Background: an optimization exercise with open tools, aiming at small area, a short achievable clock period and few clock cycles per item. Do not read the settings as production practice.
No run shown here included a check of the RTL's function; only the layout flow was run.
Power figures rest on the tool's default switching activity, not on a simulated workload.

$ cat flow/config.mk
export PLATFORM = sky130hd
export DESIGN_NAME = sampledec
export DESIGN_NICKNAME = sampledec
export VERILOG_FILES = /design/flow/design.v
export SDC_FILE = /design/flow/constraint.sdc
export NUM_CORES = 4
export LEC_CHECK = 0
export CAP_MARGIN = 20
export CORE_MARGIN = 2
export CORE_UTILIZATION = 40
export SLEW_MARGIN = 20
export SYNTH_HIERARCHICAL = 1
$ cat flow/design.v
module sampledec(received,clk,start,ctrl,corrected,decodedOp,nerr,done);
  input [14:0] received; input clk; input start; input ctrl;
  output [7:0] corrected; output [1:0] nerr; output [14:0] decodedOp; output done;
  reg done_q, ctrl_q;
  always @(posedge clk) begin ctrl_q <= ctrl; if (start) done_q <= 1'b1; end
  assign done = done_q;
  wire t_1; bx2 u_t_1(.a(received[3]),.b(received[6]),.y(t_1));
  wire t_2; bx2 u_t_2(.a(received[4]),.b(received[8]),.y(t_2));
  wire t_3; bx2 u_t_3(.a(t_1),.b(t_2),.y(t_3));
  wire t_4; bx2 u_t_4(.a(received[5]),.b(received[11]),.y(t_4));
  wire t_5; bx2 u_t_5(.a(received[10]),.b(received[14]),.y(t_5));
  wire t_6; bx2 u_t_6(.a(t_4),.b(t_5),.y(t_6));
  wire x2; bx2 u_x2(.a(t_3),.b(t_6),.y(x2));
  wire t_7; bx2 u_t_7(.a(received[7]),.b(received[11]),.y(t_7));
  wire t_8; bx2 u_t_8(.a(received[13]),.b(received[14]),.y(t_8));
  wire t_9; bx2 u_t_9(.a(t_7),.b(t_8),.y(t_9));
  wire t_10; bx2 u_t_10(.a(received[2]),.b(received[8]),.y(t_10));
  wire t_11; bx2 u_t_11(.a(received[6]),.b(received[9]),.y(t_11));
  wire t_12; bx2 u_t_12(.a(t_10),.b(t_11),.y(t_12));
  wire x5; bx2 u_x5(.a(t_9),.b(t_12),.y(x5));
  wire t_13; bx2 u_t_13(.a(received[1]),.b(received[2]),.y(t_13));
  wire t_14; bx2 u_t_14(.a(t_13),.b(t_4),.y(t_14));
  wire t_15; bx2 u_t_15(.a(received[9]),.b(received[10]),.y(t_15));
  wire t_16; bx2 u_t_16(.a(received[12]),.b(received[14]),.y(t_16));
  wire t_17; bx2 u_t_17(.a(t_15),.b(t_16),.y(t_17));
  wire x8; bx2 u_x8(.a(t_14),.b(t_17),.y(x8));
  wire t_18; bx2 u_t_18(.a(received[0]),.b(received[8]),.y(t_18));
  wire t_19; bx2 u_t_19(.a(received[3]),.b(received[7]),.y(t_19));
  wire t_20; bx2 u_t_20(.a(t_18),.b(t_19),.y(t_20));
  wire x14; bx2 u_x14(.a(t_20),.b(t_14),.y(x14));
  wire lm6 = t_12;
  wire t_21; bx2 u_t_21(.a(t_19),.b(t_15),.y(t_21));
  wire lm7 = t_21;
  wire t_22; bx2 u_t_22(.a(received[5]),.b(received[14]),.y(t_22));
  wire t_23; bx2 u_t_23(.a(t_1),.b(t_22),.y(t_23));
  wire lm8 = t_23;
  wire lm9; bx2 u_lm9(.a(t_17),.b(t_3),.y(lm9));
  wire t_24; bx2 u_t_24(.a(t_11),.b(t_8),.y(t_24));
  wire lm10; bx2 u_lm10(.a(t_20),.b(t_24),.y(lm10));
  wire x1; bx2 u_x1(.a(x2),.b(x5),.y(x1));
  wire x0; bx2 u_x0(.a(x2),.b(x8),.y(x0));
  wire x13; bx2 u_x13(.a(x2),.b(x14),.y(x13));
  wire x4; bx2 u_x4(.a(x5),.b(x8),.y(x4));
  wire x12; bx2 u_x12(.a(x5),.b(x14),.y(x12));
  wire x6; bx2 u_x6(.a(x8),.b(x14),.y(x6));
  wire s1z = ~(x2 | x5 | x8 | x14);
  wire s3z = ~(lm6 | lm7 | lm8 | lm9);
  wire zz = s1z & s3z;
  wire cn0 = ~(x0 | x5);
  wire cn1 = ~(x1 | x6);
  wire cn2 = ~(x2 | x12);
  wire cn3 = ~(x8 | x13);
  wire cn4 = ~(x4 | x14);
  wire sz3 = (x5 | zz);
  wire sz4 = (x6 | zz);
  wire sz5 = (x12 | zz);
  wire t_25; bx2 u_t_25(.a(lm6),.b(cn0),.y(t_25));
  wire t_26; bx2 u_t_26(.a(lm7),.b(cn1),.y(t_26));
  wire t_27; bx2 u_t_27(.a(lm8),.b(cn2),.y(t_27));
  wire t_28; bxn2 u_t_28(.a(lm9),.b(cn3),.y(t_28));
  wire t_29; bxn2 u_t_29(.a(lm10),.b(cn4),.y(t_29));
  reg [14:0] r; reg [10:0] sq;
  always @(posedge clk) if (start) begin r <= received; sq <= {t_29, t_28, t_27, t_26, t_25, sz5, sz4, sz3, x2, x1, x0}; end
  wire fn0; bx2 u_fn0(.a(sq[3]),.b(sq[6]),.y(fn0));
  wire fn1; bx2 u_fn1(.a(sq[4]),.b(sq[7]),.y(fn1));
  wire fn2; bx2 u_fn2(.a(sq[5]),.b(sq[8]),.y(fn2));
  wire fn3; bxn2 u_fn3(.a(sq[0]),.b(sq[9]),.y(fn3));
  wire fn4; bxn2 u_fn4(.a(sq[3]),.b(sq[10]),.y(fn4));
  wire fn5; bx2 u_fn5(.a(sq[0]),.b(sq[6]),.y(fn5));
  wire fn6; bx2 u_fn6(.a(sq[1]),.b(sq[7]),.y(fn6));
  wire fn8; bxn2 u_fn8(.a(sq[4]),.b(sq[9]),.y(fn8));
  wire fn9; bxn2 u_fn9(.a(sq[5]),.b(sq[10]),.y(fn9));
  wire fn12; bx2 u_fn12(.a(sq[2]),.b(sq[8]),.y(fn12));
  wire fn13; bxn2 u_fn13(.a(sq[2]),.b(sq[9]),.y(fn13));
  wire fn14; bxn2 u_fn14(.a(sq[4]),.b(sq[10]),.y(fn14));
  wire nfl0; bnand4 u_nfl0(.a(fn8),.b(fn4),.c(fn2),.d(fn1),.y(nfl0));
  wire nfl1; bnand4 u_nfl1(.a(fn9),.b(fn5),.c(fn3),.d(fn2),.y(nfl1));
  wire nfl2; bnand4 u_nfl2(.a(sq[6]),.b(fn6),.c(fn4),.d(fn3),.y(nfl2));
  wire nfl3; bnand4 u_nfl3(.a(sq[7]),.b(sq[8]),.c(fn5),.d(fn4),.y(nfl3));
  wire nfl4; bnand4 u_nfl4(.a(fn12),.b(fn8),.c(fn6),.d(fn5),.y(nfl4));
  wire nfl5; bnand4 u_nfl5(.a(fn13),.b(fn9),.c(sq[8]),.d(fn6),.y(nfl5));
  wire nfl6; bnand4 u_nfl6(.a(fn14),.b(sq[6]),.c(fn8),.d(sq[8]),.y(nfl6));
  wire nfl7; bnand4 u_nfl7(.a(fn0),.b(sq[7]),.c(fn9),.d(fn8),.y(nfl7));
  wire nfl8; bnand4 u_nfl8(.a(fn1),.b(fn12),.c(sq[6]),.d(fn9),.y(nfl8));
  wire nfl9; bnand4 u_nfl9(.a(fn2),.b(fn13),.c(sq[7]),.d(sq[6]),.y(nfl9));
  wire nfl10; bnand4 u_nfl10(.a(fn3),.b(fn14),.c(fn12),.d(sq[7]),.y(nfl10));
  wire nfl11; bnand4 u_nfl11(.a(fn4),.b(fn0),.c(fn13),.d(fn12),.y(nfl11));
  wire nfl12; bnand4 u_nfl12(.a(fn5),.b(fn1),.c(fn14),.d(fn13),.y(nfl12));
  wire nfl13; bnand4 u_nfl13(.a(fn6),.b(fn2),.c(fn0),.d(fn14),.y(nfl13));
  wire nfl14; bnand4 u_nfl14(.a(sq[8]),.b(fn3),.c(fn1),.d(fn0),.y(nfl14));
  wire dn0; bx2 u_dn0(.a(r[0]),.b(nfl0),.y(dn0));
  wire dn1; bx2 u_dn1(.a(r[1]),.b(nfl1),.y(dn1));
  wire dn2; bx2 u_dn2(.a(r[2]),.b(nfl2),.y(dn2));
  wire dn3; bx2 u_dn3(.a(r[3]),.b(nfl3),.y(dn3));
  wire dn4; bx2 u_dn4(.a(r[4]),.b(nfl4),.y(dn4));
  wire dn5; bx2 u_dn5(.a(r[5]),.b(nfl5),.y(dn5));
  wire dn6; bx2 u_dn6(.a(r[6]),.b(nfl6),.y(dn6));
  wire dn7; bx2 u_dn7(.a(r[7]),.b(nfl7),.y(dn7));
  wire dn8; bx2 u_dn8(.a(r[8]),.b(nfl8),.y(dn8));
  wire dn9; bx2 u_dn9(.a(r[9]),.b(nfl9),.y(dn9));
  wire dn10; bx2 u_dn10(.a(r[10]),.b(nfl10),.y(dn10));
  wire dn11; bx2 u_dn11(.a(r[11]),.b(nfl11),.y(dn11));
  wire dn12; bx2 u_dn12(.a(r[12]),.b(nfl12),.y(dn12));
  wire dn13; bx2 u_dn13(.a(r[13]),.b(nfl13),.y(dn13));
  wire dn14; bx2 u_dn14(.a(r[14]),.b(nfl14),.y(dn14));
  assign decodedOp = ~{dn14, dn13, dn12, dn11, dn10, dn9, dn8, dn7, dn6, dn5, dn4, dn3, dn2, dn1, dn0};
  wire t_30; bx2 u_t_30(.a(sq[0]),.b(sq[3]),.y(t_30));
  wire ty0; bxn2 u_ty0(.a(t_30),.b(sq[6]),.y(ty0));
  wire t_31; bx2 u_t_31(.a(sq[0]),.b(sq[5]),.y(t_31));
  wire ty1; bxn2 u_ty1(.a(t_31),.b(sq[7]),.y(ty1));
  wire t_32; bx2 u_t_32(.a(sq[2]),.b(sq[5]),.y(t_32));
  wire ty2; bxn2 u_ty2(.a(t_32),.b(sq[8]),.y(ty2));
  wire t_33; bx2 u_t_33(.a(sq[3]),.b(sq[5]),.y(t_33));
  wire ty3; bx2 u_ty3(.a(t_33),.b(sq[9]),.y(ty3));
  wire n0; bnor4 u_n0(.a(ty0),.b(ty1),.c(ty2),.d(ty3),.y(n0));
  wire n1; bn1 u_n1(.nf({nfl14, nfl13, nfl12, nfl11, nfl10, nfl9, nfl8, nfl7, nfl6, nfl5, nfl4, nfl3, nfl2, nfl1, nfl0}),.n0(n0),.y(n1));
  assign nerr = {n1, n0};
  wire co0; bmuxi u_co0(.s(ctrl_q),.a(dn0),.b(dn7),.y(co0));
  wire co1; bmuxi u_co1(.s(ctrl_q),.a(dn1),.b(dn8),.y(co1));
  wire co2; bmuxi u_co2(.s(ctrl_q),.a(dn2),.b(dn9),.y(co2));
  wire co3; bmuxi u_co3(.s(ctrl_q),.a(dn3),.b(dn10),.y(co3));
  wire co4; bmuxi u_co4(.s(ctrl_q),.a(dn4),.b(dn11),.y(co4));
  wire co5; bmuxi u_co5(.s(ctrl_q),.a(dn5),.b(dn12),.y(co5));
  wire co6; bmuxi u_co6(.s(ctrl_q),.a(dn6),.b(dn13),.y(co6));
  assign corrected = {decodedOp[14] & ctrl_q, co6, co5, co4, co3, co2, co1, co0};
endmodule
module bx2(input a, input b, output y); assign y = a ^ b; endmodule
module bnor4(input a, input b, input c, input d, output y); assign y = ~(a|b|c|d); endmodule
module bmux(input s, input a, input b, output y); assign y = s ? b : a; endmodule
module bmuxi(input s, input a, input b, output y); assign y = ~(s ? b : a); endmodule
module bn1(input [14:0] nf, input n0, output y); assign y = ~(&nf) & ~n0; endmodule
module bxn2(input a, input b, output y); assign y = ~(a ^ b); endmodule
module bnand4(input a, input b, input c, input d, output y); assign y = ~(a&b&c&d); endmodule
$ cat flow/standard.sh
#!/bin/bash
# synth_recipe.tcl (not shown) runs the flow's synth.tcl, then flattens the netlist and writes it again
# the make line also repeats each setting of config.mk as NAME=value (left out here)
make -C /OpenROAD-flow-scripts/flow DESIGN_CONFIG=/design/flow/config.mk WORK_HOME=/design/flow/orfs CLKGATE_MAP_FILE= SYNTH_SCRIPT=/design/flow/synth_recipe.tcl "${@:-finish}"
$ cat flow/constraint.sdc
create_clock -name core_clock -period 7.0 [get_ports {clk}]
set_input_delay 1.4000 -clock core_clock [delete_from_list [all_inputs] [get_ports {clk}]]
set_output_delay 1.4000 -clock core_clock [all_outputs]
set_load 0.01 [all_outputs]
$ cat flow/flow/run.sh
#!/bin/bash
# The standard layout (standard.sh) with: every port buffered by one fixed cell type,
# power recovery (downsizing of non-critical cells) after global routing, and optional
# extra ORFS settings. The flow's full output goes to standard.log in this folder.
export BUFFER_PORTS_ARGS="-buffer_cell sky130_fd_sc_hd__buf_1"
export RECOVER_POWER=100
export CTS_ARGS="-sink_clustering_enable -repair_clock_nets -sink_buffer_max_cap_derate 1.0 -dont_use_dummy_load -buf_list sky130_fd_sc_hd__clkbuf_8 -root_buf sky130_fd_sc_hd__clkbuf_8"
bash standard.sh > standard.log 2>&1
==> results of run 1 <==
kinds of logic after synthesis:
| group | count (synthesis) | synth area share [%] |
|---|---|---|
| flip-flops | 27 | 42.4 |
| multiplexers | 7 | 3.71 |
| AND/OR/NAND/NOR | 28 | 9.42 |
| other | 1 | 0.199 |
| buffers and inverters | 26 | 7.16 |
| XOR/XNOR | 76 | 35.3 |
| AO/OA/AOI/OAI | 4 | 1.79 |
path summary, 6_finish.rpt:
path / from / end / slack [ns] / cells past startpoint
max: sq[7] / nerr[1] / 3.68 / 5
min: ctrl / ctrl_q / 1.23 / 1
routing by layer:
layer | share of wire [%] | wire, µm
met1 | 47 | 1680
met2 | 46 | 1630
met3 | 5.3 | 190
met4 | 1.8 | 64
met5 | 0 | 0
Yosys stat by module (local to each module, per instance), a selection:
| module | flip-flops and latches | cells | area (µm²) | copies in the design |
|---|---|---|---|---|
| bnor4 | 0 | 1 | 12.5 | 1 |
| bnand4 | 0 | 1 | 6.26 | 15 |
| bxn2 | 0 | 1 | 8.76 | 11 |
| bx2 | 0 | 1 | 8.76 | 65 |
| sampledec | 27 | 64 | 1010 | 1 |
| bmuxi | 0 | 1 | 10.0 | 7 |
cells in the final DEF, fill, tap and decap left out:
| cell | instances |
|---|---|
| sky130_fd_sc_hd__buf_1 | 41 |
| sky130_fd_sc_hd__clkbuf_1 | 2 |
| sky130_fd_sc_hd__clkbuf_8 | 3 |
| sky130_fd_sc_hd__conb_1 | 1 |
| sky130_fd_sc_hd__dfxtp_1 | 1 |
| sky130_fd_sc_hd__edfxtp_1 | 26 |
| sky130_fd_sc_hd__inv_1 | 16 |
| sky130_fd_sc_hd__mux2i_1 | 7 |
| sky130_fd_sc_hd__nand3_1 | 1 |
| sky130_fd_sc_hd__nand4_1 | 18 |
| sky130_fd_sc_hd__nor2_1 | 5 |
| sky130_fd_sc_hd__nor2b_1 | 1 |
| sky130_fd_sc_hd__nor4_1 | 1 |
| sky130_fd_sc_hd__o21bai_1 | 3 |
| sky130_fd_sc_hd__o41a_1 | 1 |
| sky130_fd_sc_hd__or4_1 | 1 |
| sky130_fd_sc_hd__or4_4 | 1 |
| sky130_fd_sc_hd__xnor2_1 | 11 |
| sky130_fd_sc_hd__xor2_1 | 65 |
worst max-delay path: cells and delay by family (launching register included):
family | cells | cell delay [ns]
buffers and inverters | 1 | 0.14
xor gates and xnor gates | 1 | 0.26
and+or+nand+nor | 2 | 0.30
DFF | 1 | 0.53
AOI/OAI and AO/OA | 1 | 0.43
metrics by stage:
| step | area (µm²) | setup slack (ns) | utilization, % | total power, mW | hold slack [ns] |
|---|---|---|---|---|---|
| 5_1_grt | 2070 | 3.54 | 46.6 | 0.959 | 1.23 |
| 6_report | 2070 | 3.68 | 46.6 | 0.884 | 1.23 |
| 4_1_cts | 2080 | 3.66 | 46.9 | 0.896 | 1.22 |
| 3_3_place_gp | 2040 | 3.51 | 45.9 | 0.820 | 1.49 |
| 3_5_place_dp | 2040 | 3.59 | 45.9 | 0.816 | 1.50 |
| 2_1_floorplan | 1890 | 3.99 | - | 0.726 | 1.43 |
area by class of cell:
class	count	area, µm²
Tap cell	52	65.1
Multi-Input combinational cell	116	941
Fill cell	431	2370
Sequential cell	27	801
Inverter	16	60.1
Clock buffer	3	41.3
Timing Repair Buffer	43	161
power by group through the flow:
stage | registers, mW | clock network, mW | logic [mW]
floorplan | 0.279 | 0 | 0.447
global placement | 0.294 | 0 | 0.526
detailed placement | 0.294 | 0 | 0.522
CTS | 0.290 | 0.0815 | 0.525
global route | 0.296 | 0.0874 | 0.576
finish | 0.290 | 0.0782 | 0.515
sequential cells by signal, summed over array words and instances, names as in the netlist:
| register | count |
|---|---|
| r | 15 |
| sq | 11 |
| ctrl_q | 1 |
==> impl_summary.txt, run 1 <==
----------------------------------------------------
[Timing]
  Achievable Freq ... 0.301 GHz
  Slew HR ... 12.7%
  Total negative slack for setup checks ... 0 ns
  Number of pins exceeding their max-slew limit in the final report ... 0
  Setup repair after global routing missed its margin ... false
  Final number of setup-violating endpoints ... 0
  Final period demand of the worst path ... 3.32 ns
  Final cycle utilization of the critical path ... 47.4%
  Actual slew at the worst max-slew pin ... 1.31 ns
  Hold violation count in the final report ... 0

[Drt]
  Number of vias after detailed routing ... 1257
  DRC violations left ... 0
  Routed wirelength normalized by instance count ... 13.9 µm
  Drt initial violations ... 137
  Number of nets with antenna violations after detailed routing ... 0
  Average vias per placed instance ... 4.89
  Drt first pass iters ... 5
  Post-Route WL ... 3570 µm

[Logic synthesis]
  Share of flip-flops with an asynchronous set or reset ... 0%
  Synthesized area divided by synthesized cell count ... 11.2 µm²
  Cell taking the most area after synthesis ... sky130_fd_sc_hd__edfxtp_1
  Count of state elements after synthesis ... 27
  EDFF count, synth ... 26
  Synthesis warning total ... 7
  Number of distinct library cells after synthesis ... 16
  Post-synth top area share ... 41.4%
  Gate Count Post-Synth ... 169
  Post-Synthesis Cell Area ... 1890 µm²
  Most area-consuming cells after synthesis ... sky130_fd_sc_hd__edfxtp_1, sky130_fd_sc_hd__xor2_1, sky130_fd_sc_hd__nand4_1
  Seq/Total Area, Yosys ... 42.4%
  Most frequently used cell type in the post-synthesis netlist ... sky130_fd_sc_hd__xor2_1
  Syn nets ... 187
  Primary flip-flop cell chosen by synthesis mapping ... sky130_fd_sc_hd__edfxtp_1
  Leading post-synthesis cells by instance count ... sky130_fd_sc_hd__xor2_1, sky130_fd_sc_hd__edfxtp_1, sky130_fd_sc_hd__nand4_1

[Setup path]
  Sort of element at the end of the critical path ... output pin
  Cell repeated most along the worst path ... sky130_fd_sc_hd__nand4_1
  Critical path type ... flip-flop to output pin
  Data arrival time of the worst path ... 1.92 ns
  Critical path's largest stage delay ... 0.53 ns
  Critical Path RT ... 5.60 ns
  Critical path fanouts, max ... 7
  Critical path, cell by cell ... xor2_1 -> nand4_1 -> nand4_1 -> o41a_1 -> buf_1
  Worst setup SP type ... flip-flop
  Crit-path slowest cell ... sky130_fd_sc_hd__edfxtp_1

[Power]
  Sequential fraction of design power ... 32.9%
  Power density relative to cell area ... 427 nW/µm²
  Net switching power ... 408 µW
  Max IR drop VDD ... 154 µV
  Clock network power share ... 8.8%
  Cell internal pwr ... 476 µW
  Proportion of power drawn by combinational gates ... 58.3%
  Switching power as a share of total power ... 46.2%
  Leak ... 0.787 nW

[Placed design]
  Estimated wirelength of the detail-placed design ... 2980 µm
  PortBufs ... 42
  Global placement routability congestion ... 0.810
  Cell total after placement ... 254

[Global routing]
  Number of global-route vias before repair ... 1154
  GRT busiest layer ... met2
  Largest net degree at the start of global routing ... 27
  Overall global routing resource usage ... 13.6%
  Wire length of the first global-routing pass ... 5580 µm
  Overflow left after global routing ... 0
  Number of antenna violations at the first check in global routing ... 0
  GR met1 Demand/Resource ... 19.8%
  M3 GR Usage ... 1.10%
  Met2 usage ... 21.1%

[Floorplan]
  Placeable Area ... 4440 µm²
  I/O pin cnt ... 44
  Die width ... 72.7 µm
  Die Area ... 5280 µm²
  Placement row count ... 24
  Chip height ... 72.7 µm
  Initial Utilization ... 42.5%

[Clocking]
  Post-CTS Hold Fix Bufs ... 0
  Number of buffers created by CTS ... 3
  CTS tree ... done
  Count of H-tree levels built during CTS ... 1
  Clock Sink Count ... 27
  Clock root cell ... sky130_fd_sc_hd__clkbuf_8
  Clock-pin slew on the worst setup and hold paths ... 0.08 ns
  Setup Fix Bufs, Post-CTS ... 0
  Clk buf depth ... 2
  Post-cts resize count ... 0

[Worst hold path]
  Tightest Hold Check Type ... input pin to flip-flop

[Status]
  Result of the run ... finished clean

[Cells and area]
  Layout area overhead ... 9.68%
  Non-filler cells, final ... 257
  Share of final-layout standard cells stronger than drive strength 1 ... 1.95%
  Fin nets ... 225
  Number of diodes ... 0

[Flow run]
  Maximum capacitance violations ... 0

----------------------------------------------------
==> inputs of run 2 (changes only) <==
--- a/flow/design.v
+++ b/flow/design.v
@@ -52,7 +52,7 @@
   wire cn3 = ~(x8 | x13);
   wire cn4 = ~(x4 | x14);
-  wire sz3 = (x5 | zz);
+  wire sz0 = (x0 | zz);
+  wire sz2 = (x2 | zz);
   wire sz4 = (x6 | zz);
-  wire sz5 = (x12 | zz);
   wire t_25; bx2 u_t_25(.a(lm6),.b(cn0),.y(t_25));
   wire t_26; bx2 u_t_26(.a(lm7),.b(cn1),.y(t_26));
@@ -61,5 +61,5 @@
   wire t_29; bxn2 u_t_29(.a(lm10),.b(cn4),.y(t_29));
   reg [14:0] r; reg [10:0] sq;
-  always @(posedge clk) if (start) begin r <= received; sq <= {t_29, t_28, t_27, t_26, t_25, sz5, sz4, sz3, x2, x1, x0}; end
+  always @(posedge clk) if (start) begin r <= received; sq <= {t_29, t_28, t_27, t_26, t_25, x12, sz4, x5, sz2, x1, sz0}; end
   wire fn0; bx2 u_fn0(.a(sq[3]),.b(sq[6]),.y(fn0));
   wire fn1; bx2 u_fn1(.a(sq[4]),.b(sq[7]),.y(fn1));
==> impl_summary.txt, run 2 <==
----------------------------------------------------
[Logic synthesis]
  Most area-consuming cells after synthesis ... sky130_fd_sc_hd__edfxtp_1, sky130_fd_sc_hd__xor2_1, sky130_fd_sc_hd__nand4_1 (unchanged)
  Synthesis warning total ... 7 (unchanged)
  Count of state elements after synthesis ... 27 (unchanged)
  Syn nets ... 187 (unchanged)
  Primary flip-flop cell chosen by synthesis mapping ... sky130_fd_sc_hd__edfxtp_1 (unchanged)
  Share of flip-flops with an asynchronous set or reset ... 0% (unchanged)
  Most frequently used cell type in the post-synthesis netlist ... sky130_fd_sc_hd__xor2_1 (unchanged)
  Cell taking the most area after synthesis ... sky130_fd_sc_hd__edfxtp_1 (unchanged)
  Number of distinct library cells after synthesis ... 16 (unchanged)
  Seq/Total Area, Yosys ... 42.6% (was 42.4%)
  Post-synth top area share ... 41.5% (was 41.4%)
  Leading post-synthesis cells by instance count ... sky130_fd_sc_hd__xor2_1, sky130_fd_sc_hd__edfxtp_1, sky130_fd_sc_hd__nand4_1 (unchanged)
  Synthesized area divided by synthesized cell count ... 11.1 µm² (was 11.2 µm²)
  EDFF count, synth ... 26 (unchanged)
  Post-Synthesis Cell Area ... 1880 µm² (was 1890 µm²)
  Gate Count Post-Synth ... 169 (unchanged)

[Drt]
  Drt first pass iters ... 4 (was 5)
  Average vias per placed instance ... 4.83 (was 4.89)
  Number of nets with antenna violations after detailed routing ... 0 (unchanged)
  Drt initial violations ... 121 (was 137)
  DRC violations left ... 0 (unchanged)
  Post-Route WL ... 3560 µm (was 3570 µm)
  Number of vias after detailed routing ... 1241 (was 1257)
  Routed wirelength normalized by instance count ... 13.9 µm (about the same)

[Floorplan]
  Die width ... 72.5 µm (was 72.7 µm)
  I/O pin cnt ... 44 (unchanged)
  Placement row count ... 24 (unchanged)
  Chip height ... 72.5 µm (was 72.7 µm)
  Initial Utilization ... 42.3% (was 42.5%)
  Placeable Area ... 4440 µm² (unchanged)
  Die Area ... 5260 µm² (was 5280 µm²)

[Timing]
  Actual slew at the worst max-slew pin ... 1.35 ns (was 1.31 ns)
  Setup repair after global routing missed its margin ... false (unchanged)
  Final period demand of the worst path ... 3.33 ns (was 3.32 ns)
  Achievable Freq ... 0.300 GHz (was 0.301 GHz)
  Final cycle utilization of the critical path ... 47.6% (was 47.4%)
  Final number of setup-violating endpoints ... 0 (unchanged)
  Total negative slack for setup checks ... 0 ns (unchanged)
  Number of pins exceeding their max-slew limit in the final report ... 0 (unchanged)
  Hold violation count in the final report ... 0 (unchanged)
  Slew HR ... 10.2% (was 12.7%)

[Cells and area]
  Leading cell types in the layout, fill and taps excluded ... sky130_fd_sc_hd__xor2_1, sky130_fd_sc_hd__buf_1, sky130_fd_sc_hd__edfxtp_1 (unchanged)
  Most common library cell in the layout ignoring fill and taps ... sky130_fd_sc_hd__xor2_1 (unchanged)
  Share of final-layout standard cells stronger than drive strength 1 ... 1.46% (was 1.95%)
  Largest register FFs ... 15 (unchanged)
  Non-filler cells, final ... 257 (unchanged)
  Fin nets ... 225 (unchanged)
  Number of diodes ... 0 (unchanged)
  Layout area overhead ... 9.92% (was 9.68%)
  Largest regs ... r x15, sq x11, ctrl_q x1 (unchanged)
  Number of inserted filler cells in the final layout ... 436 (was 431)
  Largest register by flop count ... r (unchanged)

[Setup path]
  Sort of element at the end of the critical path ... output pin (unchanged)
  Critical path type ... flip-flop to output pin (unchanged)
  Critical path fanouts, max ... 7 (unchanged)
  Data arrival time of the worst path ... 1.93 ns (was 1.92 ns)
  Critical Path RT ... 5.60 ns (about the same)
  Worst setup SP type ... flip-flop (unchanged)

[Clocking]
  Post-cts resize count ... 0 (unchanged)
  Count of H-tree levels built during CTS ... 1 (unchanged)
  Clock root cell ... sky130_fd_sc_hd__clkbuf_8 (unchanged)
  Setup Fix Bufs, Post-CTS ... 0 (unchanged)
  Clk buf depth ... 2 (unchanged)
  Clock Sink Count ... 27 (unchanged)
  CTS tree ... done (unchanged)
  Post-CTS Hold Fix Bufs ... 0 (unchanged)
  Clock-pin slew on the worst setup and hold paths ... 0.09 ns (was 0.08 ns)
  Number of buffers created by CTS ... 3 (unchanged)

[Power]
  Max IR drop VDD ... 125 µV (was 154 µV)
  Power density relative to cell area ... 428 nW/µm² (was 427 nW/µm²)
  Leak ... 0.786 nW (was 0.787 nW)

[Global routing]
  Overflow left after global routing ... 0 (unchanged)
  Wire length of the first global-routing pass ... 5800 µm (was 5580 µm)
  Overall global routing resource usage ... 14.4% (was 13.6%)
  Number of antenna violations at the first check in global routing ... 0 (unchanged)
  Largest net degree at the start of global routing ... 27 (unchanged)
  Number of global-route vias before repair ... 1234 (was 1154)

[Flow run]
  Maximum capacitance violations ... 0 (unchanged)

[Status]
  Result of the run ... finished clean (unchanged)

[Placed design]
  Estimated wirelength of the detail-placed design ... 2950 µm (was 2980 µm)
  Global placement routability congestion ... 0.744 (was 0.810)
  Cell total after placement ... 254 (unchanged)
  PortBufs ... 42 (unchanged)

[Worst hold path]
  Tightest Hold Check Type ... input pin to flip-flop (unchanged)

----------------------------------------------------
[run 2: changes by cell type in the layout (fill, tap and decap cells not counted)]
cell and delta:
sky130_fd_sc_hd__or4_1 +1, sky130_fd_sc_hd__or4_4 -1
[run 2: final cells by class]
type	instances	area (µm²)	share of cell area [%]
Multi-Input combinational cell	116	937	45.4
Sequential cell	27	801	38.8
Timing Repair Buffer	43	161	7.81
Tap cell	52	65.1	3.15
Inverter	16	60.1	2.91
Clock buffer	3	41.3	2.00
[run 2: cell families (layout without fill, tap and decap cells)]
group	count (synthesis)	after routing	synth area share (%)
other	1	1	0.200
flip-flops	27	27	42.6
AND/OR/NAND/NOR	28	28	9.05
buffers and inverters	26	62	7.19
AO/OA/AOI/OAI	4	4	1.80
XOR/XNOR	76	76	35.4
multiplexers	7	7	3.73
[run 2: through the flow]
step           hold WS (ns)  area [µm²]  power (mW)  setup slack, ns  util, %
2_1_floorplan          1.43        1880       0.723             4.02        -
3_3_place_gp           1.49        2030       0.816             3.51     45.8
3_5_place_dp           1.50        2030       0.813             3.55     45.8
4_1_cts                1.21        2080       0.895             3.67     46.7
5_1_grt                1.22        2070       0.961             3.52     46.5
6_report               1.22        2070       0.885             3.67     46.5
[run 2: final timing paths]
| path | from | end | slack [ns] | depth (start not counted) |
|---|---|---|---|---|
| max | sq[7] | nerr[1] | 3.67 | 5 |
| min | ctrl | ctrl_q | 1.22 | 1 |
[run 2: per-layer routing]
| layer | part of all wire (%) | wire length [µm] | global-route usage [%] |
|---|---|---|---|
| met1 | 49 | 1730 | 20.6 |
| met2 | 45 | 1610 | 22.6 |
| met3 | 3.6 | 130 | 0.556 |
| met4 | 2.4 | 86 | 6.58 |
| met5 | 0 | 0 | 0 |
[run 2: power by group]
part	internal (mW)	switching [mW]
registers	0.233	0.0557
logic	0.203	0.311
clock network	0.0385	0.0429
total	0.475	0.410
[run 2: critical path: stages, from the launching register on]
cell and delay, ns:
sky130_fd_sc_hd__edfxtp_1 0.53, sky130_fd_sc_hd__xor2_1 0.26, sky130_fd_sc_hd__nand4_1 0.19, sky130_fd_sc_hd__nand4_1 0.12, sky130_fd_sc_hd__o41a_1 0.44, sky130_fd_sc_hd__buf_1 0.14
[run 2: modules after synthesis (local to each module, per instance)]
module,cells,times used,flops+latches
bmuxi,1,7,0
bn1,6,1,0
bnand4,1,15,0
bnor4,1,1,0
bx2,1,65,0
bxn2,1,11,0
sampledec,64,1,27

-- static timing again, ports no longer ideal --
In the flow no input, the clock included, has a driving cell. The finished layouts below were timed again as built, in two steps. Step 1, drivers: a clkbuf_16 drives clk and a buf_2 each remaining input, both assumed. Step 2, shift: input delay + t, output delay - t, t = (earliest + latest rising clock arrival at the registers) / 2. This alone moves slack from input paths to output paths. Three values: no drivers, after step 1, after step 2; two values: the first two.
run	shift t [ns]	slack for setup (ns)	worst data-port slew with drivers (ns)
run 1	0.278	3.680 / 3.655 / 3.601	0.03
run 2	0.287	3.666 / 3.642 / 3.560	0.03
After both steps every run listed still meets setup and hold. For run 2, which loses most, drivers alone change the setup slack by -0.024 ns; drivers and shift together by -0.106 ns.
